Background: an optimization exercise with open tools, aiming at a short achievable clock period and few clock cycles. Do not read the settings as production practice. RTL that was checked went through simulation tests only; none was proved equivalent to the original. The clock input has no modelled driver; a real chip could not lean on it and would need a root buffer or a full tree. Power figures rest on the tool's default switching activity, not on a simulated workload.

==> run R <==
==> flow/design.v <==
`timescale 10ns / 1ns
module procesamiento#(
		parameter n = 120,
		parameter m = 160,
		parameter AW = 15,
		parameter DW = 12
		)
		(
		clk,
		rst,
		init_procesamiento,
		proc_addr_in,
		proc_data_in,
		color,
		figure,
		done
   );
input clk;
input rst;
input init_procesamiento;
output reg [AW-1:0] proc_addr_in;
input [DW-1:0] proc_data_in;
output reg [1:0] color;
output reg [1:0] figure;
output reg done;
localparam [14:0] IDLE_ADDR = 15'd158;    
reg init_q;                      
reg busy, rdv;
reg s0, s1, sA, s159, s160;      
reg s0go;                        
reg first, fin, lastrow;
reg [7:0] pc;
reg [5:0] r;
reg [14:0] addr_p1;              
reg lo_ones;                     
reg [14:0] an;                   
reg [14:0] bm, b0;               
reg [14:0] c159;                 
reg Snz;                         
reg fin7, fin8;                  
wire start = ~busy & init_q;
wire rowend = (s159 & ~Snz) | s160;
wire sel_bm = s0go | (s0 & start);
wire sel_p1 = s1 | (sA & ~s159);
wire sel_c159 = s159 & Snz;
wire [14:0] inc = {lo_ones ? addr_p1[14:5] + 10'd1 : addr_p1[14:5], addr_p1[4:0] + 5'd1};
always @(posedge clk) init_q <= ~rst & init_procesamiento;
always @(posedge clk) begin
	if (sel_bm) proc_addr_in <= bm;
	else if (sel_p1) proc_addr_in <= addr_p1;
	else if (sel_c159) proc_addr_in <= c159;
	else proc_addr_in <= an;
	addr_p1 <= s0 ? b0 : inc;
	lo_ones <= s0 ? &b0[4:0] : addr_p1[4:0] == 5'd30;
	if (sel_bm) begin
		an <= lastrow ? IDLE_ADDR : an + 15'd480;
		bm <= bm + 15'd480;
		b0 <= b0 + 15'd480;
	end else if (~busy) begin
		an <= IDLE_ADDR; bm <= 15'h7fff; b0 <= 15'd0;
	end
	if (rowend) c159 <= c159 + 15'd480;
	else if (~busy) c159 <= 15'd159;
end
always @(posedge clk) begin
	if (rst) begin
		busy <= 0; rdv <= 0;
		s0 <= 1; s1 <= 0; sA <= 0; s159 <= 0; s160 <= 0; s0go <= 0;
		first <= 1; fin <= 0; lastrow <= 0;
		pc <= 0; r <= 0;
	end else begin
		if (fin8) busy <= 0;
		if (start) begin busy <= 1; rdv <= 1; end
		if (s0 & (rdv | start)) begin
			if (fin) begin
				rdv <= 0; first <= 1; fin <= 0; r <= 0; lastrow <= 0;
			end else begin
				s0 <= 0; s1 <= 1;
			end
		end
		if (s1) begin
			s1 <= 0; sA <= 1;
		end
		pc <= s1 ? 8'd3 : pc + 8'd1;
		if (sA & ~s159) s159 <= (pc == 8'd159);
		if (sel_c159) begin
			sA <= 0; s159 <= 0; s160 <= 1;
		end
		s0go <= rowend & ~lastrow;
		if (rowend) begin
			sA <= 0; s159 <= 0; s160 <= 0; s0 <= 1;
			first <= 0;
			fin <= lastrow;
			r <= r + 6'd1;
			lastrow <= (r == 6'd38);
		end
	end
end
reg [11:0] d1;
reg f1_p0, f1_first, f1_fin, f1_pa, f1_p159, f1_p160;
always @(posedge clk) begin
	d1 <= proc_data_in;
	f1_first <= first;
	f1_fin <= fin;
	if (rst) begin
		f1_p0 <= 0; f1_pa <= 0; f1_p159 <= 0; f1_p160 <= 0;
	end else begin
		f1_p0 <= (rdv | start) & s0;
		f1_pa <= sA;
		f1_p159 <= s159;
		f1_p160 <= s160;
	end
end
reg [11:0] t2, Sreg;
reg nz2, nz157, en2, re2, fin2, clr2;
wire nz1 = |d1;
wire en1 = (f1_pa & nz2) | f1_p160 | (f1_p0 & ~f1_first & nz157);
always @(posedge clk) begin
	nz2 <= nz1;
	t2 <= en1 ? (f1_p0 ? Sreg : d1) : 12'd0;
	if (f1_p0) begin Sreg <= d1; Snz <= nz1; end
	if (f1_p159) nz157 <= nz1;
	if (rst) begin
		en2 <= 0; re2 <= 0; fin2 <= 0; clr2 <= 0;
	end else begin
		en2 <= en1;
		re2 <= f1_p0 & ~f1_first;
		fin2 <= f1_p0 & f1_fin;
		clr2 <= f1_p0 & f1_first;
	end
end
reg [3:0] R0, R1, R2, G0, G1, G2, B0, B1, B2;
reg [4:0] R3, G3, B3;
reg Rk0, Rk1, Rk2, Gk0, Gk1, Gk2, Bk0, Bk1, Bk2;
reg [7:0] w, wf, wprev;
reg wvld, wgt;
reg [5:0] fv, am;
reg rf3, rf4, rf5, fin3, fin4, fin5, fin6;
always @(posedge clk) begin
	if (clr2) begin
		{Rk0, R0} <= 0; {Rk1, R1} <= 0; {Rk2, R2} <= 0; R3 <= 0;
		{Gk0, G0} <= 0; {Gk1, G1} <= 0; {Gk2, G2} <= 0; G3 <= 0;
		{Bk0, B0} <= 0; {Bk1, B1} <= 0; {Bk2, B2} <= 0; B3 <= 0;
	end else begin
		{Rk0, R0} <= R0 + t2[11:8];
		{Rk1, R1} <= R1 + Rk0;
		{Rk2, R2} <= R2 + Rk1;
		R3 <= R3 + Rk2;
		{Gk0, G0} <= G0 + t2[7:4];
		{Gk1, G1} <= G1 + Gk0;
		{Gk2, G2} <= G2 + Gk1;
		G3 <= G3 + Gk2;
		{Bk0, B0} <= B0 + t2[3:0];
		{Bk1, B1} <= B1 + Bk0;
		{Bk2, B2} <= B2 + Bk1;
		B3 <= B3 + Bk2;
	end
	if (clr2 | rf3) w <= 0;
	else w <= w + en2;
	if (rf3) wf <= w;
	if (rf4) begin
		wvld <= wf > 8'd7;
		wgt <= wprev < wf;
	end
	if (clr2) begin
		fv <= 0; am <= 0; wprev <= 0;
	end else begin
		if (rf4) wprev <= wf;
		if (rf5 & wvld) begin
			fv <= fv + 6'd1;
			if (wgt) am <= am + 6'd1;
		end
	end
	if (rst) begin
		rf3 <= 0; rf4 <= 0; rf5 <= 0;
		fin3 <= 0; fin4 <= 0; fin5 <= 0; fin6 <= 0; fin7 <= 0; fin8 <= 0;
	end else begin
		rf3 <= re2;
		rf4 <= rf3;
		rf5 <= rf4;
		fin3 <= fin2;
		fin4 <= fin3;
		fin5 <= fin4;
		fin6 <= fin5;
		fin7 <= fin6;
		fin8 <= fin7;
	end
end
wire [16:0] R = {R3, R2, R1, R0};
wire [16:0] G = {G3, G2, G1, G0};
wire [16:0] B = {B3, B2, B1, B0};
function [2:0] cmp3;             
	input [5:0] a, b;
	cmp3 = {a > b, a < b, a == b};
endfunction
reg [2:0] cRG2, cRG1, cRG0, cRB2, cRB1, cRB0, cGB2, cGB1, cGB0;
reg rg, gr, rb, br, gb, bg;
reg fa, fb, fz;
always @(posedge clk) begin
	cRG2 <= cmp3({1'b0, R[16:12]}, {1'b0, G[16:12]}); cRG1 <= cmp3(R[11:6], G[11:6]); cRG0 <= cmp3(R[5:0], G[5:0]);
	cRB2 <= cmp3({1'b0, R[16:12]}, {1'b0, B[16:12]}); cRB1 <= cmp3(R[11:6], B[11:6]); cRB0 <= cmp3(R[5:0], B[5:0]);
	cGB2 <= cmp3({1'b0, G[16:12]}, {1'b0, B[16:12]}); cGB1 <= cmp3(G[11:6], B[11:6]); cGB0 <= cmp3(G[5:0], B[5:0]);
	rg <= cRG2[2] | (cRG2[0] & (cRG1[2] | (cRG1[0] & cRG0[2])));
	gr <= cRG2[1] | (cRG2[0] & (cRG1[1] | (cRG1[0] & cRG0[1])));
	rb <= cRB2[2] | (cRB2[0] & (cRB1[2] | (cRB1[0] & cRB0[2])));
	br <= cRB2[1] | (cRB2[0] & (cRB1[1] | (cRB1[0] & cRB0[1])));
	gb <= cGB2[2] | (cGB2[0] & (cGB1[2] | (cGB1[0] & cGB0[2])));
	bg <= cGB2[1] | (cGB2[0] & (cGB1[1] | (cGB1[0] & cGB0[1])));
	fa <= fv >= am && am > (fv >> 1);
	fb <= (fv >> 1) >= am && am > (fv >> 2);
	fz <= fv > 0;
end
always @(posedge clk) begin
	if (rst) begin
		done <= 0; color <= 0; figure <= 0;
	end else if (start) begin
		done <= 0;
	end else if (fin8) begin
		done <= 1;
		if (rg & rb) color <= 2'd1;
		else if (gr & gb) color <= 2'd2;
		else if (br & bg) color <= 2'd3;
		else color <= 2'd0;
		if (fa) figure <= 2'd1;
		else if (fb) figure <= 2'd2;
		else if (fz) figure <= 2'd3;
		else figure <= 2'd0;
	end
end
endmodule
==> flow/flow/run.sh <==
#!/bin/bash
# Standard ORFS layout, except that the clock tree is built by flow/cts_hook.tcl
# (a two-level tree of clkbuf_16: clock port -> 4 buffers -> leaf buffers ->
# flip-flops) in place of TritonCTS. Everything else is the standard.sh.
set -euo pipefail
export PRE_CTS_TCL="$PWD/flow/cts_hook.tcl"
bash standard.sh > "$PWD/standard_flow.log" 2>&1
==> flow/flow/cts_hook.tcl <==
# Custom clock tree, run as ORFS's PRE_CTS_TCL hook on the placed design.
# The clock port drives NMID clkbuf_16, each driving NSUB leaf clkbuf_16, each
# driving an equal share of the flip-flops, grouped by recursive bisection of
# their placed locations. TritonCTS is then skipped.

set ccts_nmid 4
set ccts_nsub 3
if {[info exists ::env(CCTS_NMID)]} { set ccts_nmid $::env(CCTS_NMID) }
if {[info exists ::env(CCTS_NSUB)]} { set ccts_nsub $::env(CCTS_NSUB) }

proc ccts_center {it} {
  set box [[$it getInst] getBBox]
  return [list [expr {([$box xMin] + [$box xMax]) / 2}] [expr {([$box yMin] + [$box yMax]) / 2}]]
}

# items: list of {x y payload}; split into n groups of near-equal size
proc ccts_split {items n} {
  if {$n <= 1} { return [list $items] }
  set xs [lmap i $items {lindex $i 0}]
  set ys [lmap i $items {lindex $i 1}]
  set dx [expr {[tcl::mathfunc::max {*}$xs] - [tcl::mathfunc::min {*}$xs]}]
  set dy [expr {[tcl::mathfunc::max {*}$ys] - [tcl::mathfunc::min {*}$ys]}]
  set key [expr {$dx >= $dy ? 0 : 1}]
  set sorted [lsort -integer -index $key $items]
  set n1 [expr {$n / 2}]
  set n2 [expr {$n - $n1}]
  set cut [expr {round([llength $sorted] * double($n1) / $n)}]
  set a [lrange $sorted 0 [expr {$cut - 1}]]
  set b [lrange $sorted $cut end]
  return [concat [ccts_split $a $n1] [ccts_split $b $n2]]
}

proc ccts_centroid {items} {
  set sx 0.0; set sy 0.0
  foreach i $items { set sx [expr {$sx + [lindex $i 0]}]; set sy [expr {$sy + [lindex $i 1]}] }
  set k [llength $items]
  return [list [expr {round($sx / $k)}] [expr {round($sy / $k)}]]
}

proc ccts_buffer {block master name x y innet} {
  set inst [odb::dbInst_create $block $master $name]
  set w [[$inst getMaster] getWidth]
  set h [[$inst getMaster] getHeight]
  $inst setLocation [expr {$x - $w / 2}] [expr {$y - $h / 2}]
  $inst setPlacementStatus PLACED
  set net [odb::dbNet_create $block "${name}_net"]
  $net setSigType CLOCK
  [$inst findITerm A] connect $innet
  [$inst findITerm X] connect $net
  return $net
}

set block [ord::get_db_block]
set master [[ord::get_db] findMaster sky130_fd_sc_hd__clkbuf_16]
set clknet [$block findNet clk]
$clknet setSigType CLOCK

# Move each flip-flop that drives an output port's buffer next to that buffer,
# so the flip-flop's output wire is short; detailed placement legalizes it.
set die [$block getDieArea]
set dcx [expr {([$die xMin] + [$die xMax]) / 2}]
set dcy [expr {([$die yMin] + [$die yMax]) / 2}]
foreach bt [$block getBTerms] {
  if {[$bt getIoType] ne "OUTPUT"} { continue }
  set n [$bt getNet]
  if {$n eq "NULL"} { continue }
  set buf ""
  foreach it [$n getITerms] { if {[$it isOutputSignal]} { set buf [$it getInst] } }
  if {$buf eq ""} { continue }
  set a [$buf findITerm A]
  if {$a eq "NULL" || [$a getNet] eq "NULL"} { continue }
  set ff ""
  foreach it [[$a getNet] getITerms] { if {[$it isOutputSignal]} { set ff [$it getInst] } }
  if {$ff eq "" || ![string match "*dfxtp*" [[$ff getMaster] getName]]} { continue }
  set bb [$buf getBBox]
  set bx [expr {([$bb xMin] + [$bb xMax]) / 2}]
  set by [expr {([$bb yMin] + [$bb yMax]) / 2}]
  set dx [expr {$dcx - $bx}]
  set dy [expr {$dcy - $by}]
  set d [expr {sqrt($dx * $dx + $dy * $dy) + 1.0}]
  set step 6000
  set fx [expr {round($bx + $step * $dx / $d - [[$ff getMaster] getWidth] / 2)}]
  set fy [expr {round($by + $step * $dy / $d - [[$ff getMaster] getHeight] / 2)}]
  $ff setLocation $fx $fy
  puts "ccts: [$ff getName] moved next to [$buf getName]"
}

set sinks {}
foreach it [$clknet getITerms] {
  lassign [ccts_center $it] x y
  lappend sinks [list $x $y $it]
}
puts "ccts: [llength $sinks] clock sinks, $ccts_nmid x $ccts_nsub leaf buffers"

set mi 0
foreach mgroup [ccts_split $sinks $ccts_nmid] {
  set leaves [ccts_split $mgroup $ccts_nsub]
  set lcent [lmap l $leaves {ccts_centroid $l}]
  lassign [ccts_centroid $lcent] mx my
  set mnet [ccts_buffer $block $master "ccts_mid_$mi" $mx $my $clknet]
  set li 0
  foreach l $leaves c $lcent {
    lassign $c lx ly
    set lnet [ccts_buffer $block $master "ccts_leaf_${mi}_$li" $lx $ly $mnet]
    foreach s $l {
      set it [lindex $s 2]
      $it disconnect
      $it connect $lnet
    }
    puts "ccts: leaf ${mi}_$li at $lx $ly drives [llength $l] sinks"
    incr li
  }
  incr mi
}

global_connect
set_propagated_clock [all_clocks]

# TritonCTS is replaced by the tree above.
rename clock_tree_synthesis ccts_unused_clock_tree_synthesis
proc clock_tree_synthesis {args} { puts "ccts: TritonCTS skipped" }
==> flow/standard.sh <==
#!/bin/bash
# synth_recipe.tcl (not shown) runs the flow's synth.tcl, then flattens the netlist and writes it again
# the make line also repeats each setting of config.mk as NAME=value (left out here)
make -C /OpenROAD-flow-scripts/flow DESIGN_CONFIG=/design/flow/config.mk WORK_HOME=/design/flow/orfs CLKGATE_MAP_FILE= SYNTH_SCRIPT=/design/flow/synth_recipe.tcl "${@:-finish}"
==> flow/config.mk <==
export PLATFORM = sky130hd
export DESIGN_NAME = procesamiento
export DESIGN_NICKNAME = procesamiento
export VERILOG_FILES = /design/flow/design.v
export SDC_FILE = /design/flow/constraint.sdc
export NUM_CORES = 4
export LEC_CHECK = 0
export ABC_CLOCK_PERIOD_IN_PS = 1500
export CAP_MARGIN = 20
export CORE_MARGIN = 2
export CORE_UTILIZATION = 60
export PLACE_DENSITY = 0.7
export SETUP_SLACK_MARGIN = 3.5
export SLEW_MARGIN = 20
export TNS_END_PERCENT = 100
==> flow/constraint.sdc <==
create_clock -name core_clock -period 5.0 [get_ports {clk}]
set_input_delay 1.0000 -clock core_clock [delete_from_list [all_inputs] [get_ports {clk}]]
set_output_delay 1.0000 -clock core_clock [all_outputs]
set_load 0.01 [all_outputs]
==> run D: changes against run R <==
==> flow/flow/run.sh (replaced) <==
#!/bin/bash
# Standard ORFS layout, except that the clock tree is built by flow/cts_hook.tcl
# (a two-level tree of clock inverters: clock port -> 4 inverters -> leaf inverters ->
# flip-flops) in place of TritonCTS. Everything else is the standard.sh.
set -euo pipefail
export PRE_CTS_TCL="$PWD/flow/cts_hook.tcl"
bash standard.sh > "$PWD/standard_flow.log" 2>&1
--- a/flow/flow/cts_hook.tcl
+++ b/flow/flow/cts_hook.tcl
@@ -1,9 +1,12 @@
 # Custom clock tree, run as ORFS's PRE_CTS_TCL hook on the placed design.
-# The clock port drives NMID clkbuf_16, each driving NSUB leaf clkbuf_16, each
-# driving an equal share of the flip-flops, grouped by recursive bisection of
-# their placed locations. TritonCTS is then skipped.
+# The clock port drives NMID clock inverters, each driving NSUB leaf clock
+# inverters, each driving an equal share of the flip-flops, grouped by
+# recursive bisection of their placed locations; the two inversions cancel.
+# TritonCTS is then skipped.
 
 set ccts_nmid 4
-set ccts_nsub 3
+set ccts_nsub 2
+set ccts_mid sky130_fd_sc_hd__clkinv_16
+set ccts_leaf sky130_fd_sc_hd__clkinv_16
 if {[info exists ::env(CCTS_NMID)]} { set ccts_nmid $::env(CCTS_NMID) }
 if {[info exists ::env(CCTS_NSUB)]} { set ccts_nsub $::env(CCTS_NSUB) }
@@ -47,10 +50,13 @@
   $net setSigType CLOCK
   [$inst findITerm A] connect $innet
-  [$inst findITerm X] connect $net
+  set out [$inst findITerm X]
+  if {$out eq "NULL"} { set out [$inst findITerm Y] }
+  $out connect $net
   return $net
 }
 
 set block [ord::get_db_block]
-set master [[ord::get_db] findMaster sky130_fd_sc_hd__clkbuf_16]
+set master [[ord::get_db] findMaster $ccts_mid]
+set lmaster [[ord::get_db] findMaster $ccts_leaf]
 set clknet [$block findNet clk]
 $clknet setSigType CLOCK
@@ -102,5 +108,5 @@
   foreach l $leaves c $lcent {
     lassign $c lx ly
-    set lnet [ccts_buffer $block $master "ccts_leaf_${mi}_$li" $lx $ly $mnet]
+    set lnet [ccts_buffer $block $lmaster "ccts_leaf_${mi}_$li" $lx $ly $mnet]
     foreach s $l {
       set it [lindex $s 2]
@@ -120,2 +126,7 @@
 rename clock_tree_synthesis ccts_unused_clock_tree_synthesis
 proc clock_tree_synthesis {args} { puts "ccts: TritonCTS skipped" }
+
+# repair_clock_inverters would clone the leaf inverters next to every
+# flip-flop; the tree above is already placed as intended.
+rename repair_clock_inverters ccts_unused_repair_clock_inverters
+proc repair_clock_inverters {args} { puts "ccts: repair_clock_inverters skipped" }
==> run A: changes against run R <==
--- a/flow/design.v
+++ b/flow/design.v
@@ -28,5 +28,4 @@
 reg busy, rdv;
 reg s0, s1, sA, s159, s160;      
-reg s0go;                        
 reg first, fin, lastrow;
 reg [7:0] pc;
@@ -34,64 +33,59 @@
 reg [14:0] addr_p1;              
 reg lo_ones;                     
+reg [14:0] c159;                 
 reg [14:0] an;                   
 reg [14:0] bm, b0;               
-reg [14:0] c159;                 
 reg Snz;                         
 reg fin7, fin8;                  
 wire start = ~busy & init_q;
 wire rowend = (s159 & ~Snz) | s160;
-wire sel_bm = s0go | (s0 & start);
-wire sel_p1 = s1 | (sA & ~s159);
-wire sel_c159 = s159 & Snz;
 wire [14:0] inc = {lo_ones ? addr_p1[14:5] + 10'd1 : addr_p1[14:5], addr_p1[4:0] + 5'd1};
 always @(posedge clk) init_q <= ~rst & init_procesamiento;
 always @(posedge clk) begin
-	if (sel_bm) proc_addr_in <= bm;
-	else if (sel_p1) proc_addr_in <= addr_p1;
-	else if (sel_c159) proc_addr_in <= c159;
-	else proc_addr_in <= an;
-	addr_p1 <= s0 ? b0 : inc;
-	lo_ones <= s0 ? &b0[4:0] : addr_p1[4:0] == 5'd30;
-	if (sel_bm) begin
-		an <= lastrow ? IDLE_ADDR : an + 15'd480;
-		bm <= bm + 15'd480;
-		b0 <= b0 + 15'd480;
-	end else if (~busy) begin
-		an <= IDLE_ADDR; bm <= 15'h7fff; b0 <= 15'd0;
-	end
-	if (rowend) c159 <= c159 + 15'd480;
-	else if (~busy) c159 <= 15'd159;
-end
-always @(posedge clk) begin
+	proc_addr_in <= IDLE_ADDR;
 	if (rst) begin
 		busy <= 0; rdv <= 0;
-		s0 <= 1; s1 <= 0; sA <= 0; s159 <= 0; s160 <= 0; s0go <= 0;
+		s0 <= 1; s1 <= 0; sA <= 0; s159 <= 0; s160 <= 0;
 		first <= 1; fin <= 0; lastrow <= 0;
 		pc <= 0; r <= 0;
+		addr_p1 <= 0; lo_ones <= 0; c159 <= 15'd159;
+		an <= IDLE_ADDR; bm <= 15'h7fff; b0 <= 15'd0;
 	end else begin
 		if (fin8) busy <= 0;
-		if (start) begin busy <= 1; rdv <= 1; end
+		if (start) busy <= 1;
 		if (s0 & (rdv | start)) begin
 			if (fin) begin
 				rdv <= 0; first <= 1; fin <= 0; r <= 0; lastrow <= 0;
+				an <= IDLE_ADDR; bm <= 15'h7fff; b0 <= 15'd0; c159 <= 15'd159;
 			end else begin
+				rdv <= 1;
 				s0 <= 0; s1 <= 1;
+				proc_addr_in <= bm; addr_p1 <= b0; lo_ones <= &b0[4:0];
+				an <= an + 15'd480; bm <= bm + 15'd480; b0 <= b0 + 15'd480;
 			end
 		end
-		if (s1) begin
-			s1 <= 0; sA <= 1;
-		end
-		pc <= s1 ? 8'd3 : pc + 8'd1;
-		if (sA & ~s159) s159 <= (pc == 8'd159);
-		if (sel_c159) begin
-			sA <= 0; s159 <= 0; s160 <= 1;
-		end
-		s0go <= rowend & ~lastrow;
-		if (rowend) begin
-			sA <= 0; s159 <= 0; s160 <= 0; s0 <= 1;
-			first <= 0;
-			fin <= lastrow;
-			r <= r + 6'd1;
-			lastrow <= (r == 6'd38);
+		if (rdv) begin
+			if (s1) begin
+				s1 <= 0; sA <= 1; pc <= 8'd2;
+				proc_addr_in <= addr_p1; addr_p1 <= inc; lo_ones <= addr_p1[4:0] == 5'd30;
+			end
+			if (sA & ~s159) begin
+				pc <= pc + 8'd1;
+				s159 <= (pc == 8'd158);
+				proc_addr_in <= addr_p1; addr_p1 <= inc; lo_ones <= addr_p1[4:0] == 5'd30;
+			end
+			if (s159 & Snz) begin
+				sA <= 0; s159 <= 0; s160 <= 1;
+				proc_addr_in <= c159;
+			end
+			if (rowend) begin
+				sA <= 0; s159 <= 0; s160 <= 0; s0 <= 1;
+				proc_addr_in <= lastrow ? IDLE_ADDR : an;
+				c159 <= c159 + 15'd480;
+				first <= 0;
+				fin <= lastrow;
+				r <= r + 6'd1;
+				lastrow <= (r == 6'd38);
+			end
 		end
 	end
@@ -107,7 +101,7 @@
 	end else begin
 		f1_p0 <= (rdv | start) & s0;
-		f1_pa <= sA;
-		f1_p159 <= s159;
-		f1_p160 <= s160;
+		f1_pa <= rdv & sA;
+		f1_p159 <= rdv & s159;
+		f1_p160 <= rdv & s160;
 	end
 end
--- a/flow/flow/cts_hook.tcl
+++ b/flow/flow/cts_hook.tcl
@@ -5,5 +5,5 @@
 
 set ccts_nmid 4
-set ccts_nsub 3
+set ccts_nsub 4
 if {[info exists ::env(CCTS_NMID)]} { set ccts_nmid $::env(CCTS_NMID) }
 if {[info exists ::env(CCTS_NSUB)]} { set ccts_nsub $::env(CCTS_NSUB) }
@@ -56,34 +56,4 @@
 $clknet setSigType CLOCK
 
-# Move each flip-flop that drives an output port's buffer next to that buffer,
-# so the flip-flop's output wire is short; detailed placement legalizes it.
-set die [$block getDieArea]
-set dcx [expr {([$die xMin] + [$die xMax]) / 2}]
-set dcy [expr {([$die yMin] + [$die yMax]) / 2}]
-foreach bt [$block getBTerms] {
-  if {[$bt getIoType] ne "OUTPUT"} { continue }
-  set n [$bt getNet]
-  if {$n eq "NULL"} { continue }
-  set buf ""
-  foreach it [$n getITerms] { if {[$it isOutputSignal]} { set buf [$it getInst] } }
-  if {$buf eq ""} { continue }
-  set a [$buf findITerm A]
-  if {$a eq "NULL" || [$a getNet] eq "NULL"} { continue }
-  set ff ""
-  foreach it [[$a getNet] getITerms] { if {[$it isOutputSignal]} { set ff [$it getInst] } }
-  if {$ff eq "" || ![string match "*dfxtp*" [[$ff getMaster] getName]]} { continue }
-  set bb [$buf getBBox]
-  set bx [expr {([$bb xMin] + [$bb xMax]) / 2}]
-  set by [expr {([$bb yMin] + [$bb yMax]) / 2}]
-  set dx [expr {$dcx - $bx}]
-  set dy [expr {$dcy - $by}]
-  set d [expr {sqrt($dx * $dx + $dy * $dy) + 1.0}]
-  set step 6000
-  set fx [expr {round($bx + $step * $dx / $d - [[$ff getMaster] getWidth] / 2)}]
-  set fy [expr {round($by + $step * $dy / $d - [[$ff getMaster] getHeight] / 2)}]
-  $ff setLocation $fx $fy
-  puts "ccts: [$ff getName] moved next to [$buf getName]"
-}
-
 set sinks {}
 foreach it [$clknet getITerms] {
==> run summary <==
metric                                                                          run D                   run A                 run R
Placer Congestion                                                               0.793                   0.838                 0.793
Static leakage                                                             0.00612 uW              0.00686 uW            0.00618 uW
Worst reg-to-reg setup slack                                                  3360 ps                 3300 ps               3380 ps
Multi-input gate count                                                            801                     942                   802
Multi-input gate share of total cell area                                       0.415                   0.448                 0.417
Vias in the first global route                                                   8106                   10153                  8122
Clock transition at path regs                                                   80 ps                   90 ps                 90 ps
Highest attainable clock frequency                                            610 MHz                 551 MHz               571 MHz
Non-Clock Inverter Count                                                          102                      95                    90
Clock network fraction of design power                                          0.189                   0.275                 0.223
Worst reg2reg endpoint                                           an[14]$_SDFFCE_PP0P_  addr_p1[14]$_SDFF_PP0_  b0[12]$_SDFFCE_PN0P_
Number of logic stages on the critical path including buffering                     4                       1                     1
Compound-Gate Fraction of Synth Area                                           0.0817                   0.141                0.0817
Area of the mapped netlist                                                  12600 um2               13500 um2             12600 um2
Mux share of post-synthesis cell area                                          0.0176                  0.0265                0.0176
Result of the run                                                      finished clean          finished clean        finished clean
Routed length on met3                                                          773 um                 2600 um                869 um
Testbench counts of run R, summed over its fixed seeds: cycles 615,628.
Testbench counts of run D, summed over its fixed seeds: cycles 615,628.
The RTL of run A was laid out without a check of its function. No run of this note takes its clock network from TritonCTS; it comes from the design's own scripts or RTL.

## separate check: timing with driven ports
The results above use ideal ports. As a check the final layouts listed here were re-extracted and re-timed, cells and wires unchanged. Step 1 (the two cells are an assumption about what drives the block):
set clk [get_ports {clk}]
set_driving_cell -lib_cell sky130_fd_sc_hd__clkbuf_16 $clk
set_driving_cell -lib_cell sky130_fd_sc_hd__buf_2 [delete_from_list [all_inputs] $clk]
Step 2 times the ports against the registers' clock, not the clock port: input delays grow and output delays shrink by t, the midpoint of the rising clock arrivals with the driver on. a / b / c = no drivers / after step 1 / after step 2; a / b = the first two.
| run | shift t [ns] | setup slack, ns | slew at the worst register clock pin (ns) |
|---|---|---|---|
| run R | 0.399 | 3.250 / 3.150 / 3.210 | 0.10 / 0.10 |
| run D | 0.383 | 3.359 / 3.171 / 3.075 | 0.08 / 0.08 |
| run A | 0.410 | 3.186 / 3.082 / 2.879 | 0.09 / 0.09 |
After both steps setup and hold are still met in every run listed. The setup slack of run A, which loses most, moves by -0.104 ns with the drivers and by -0.307 ns with both steps.
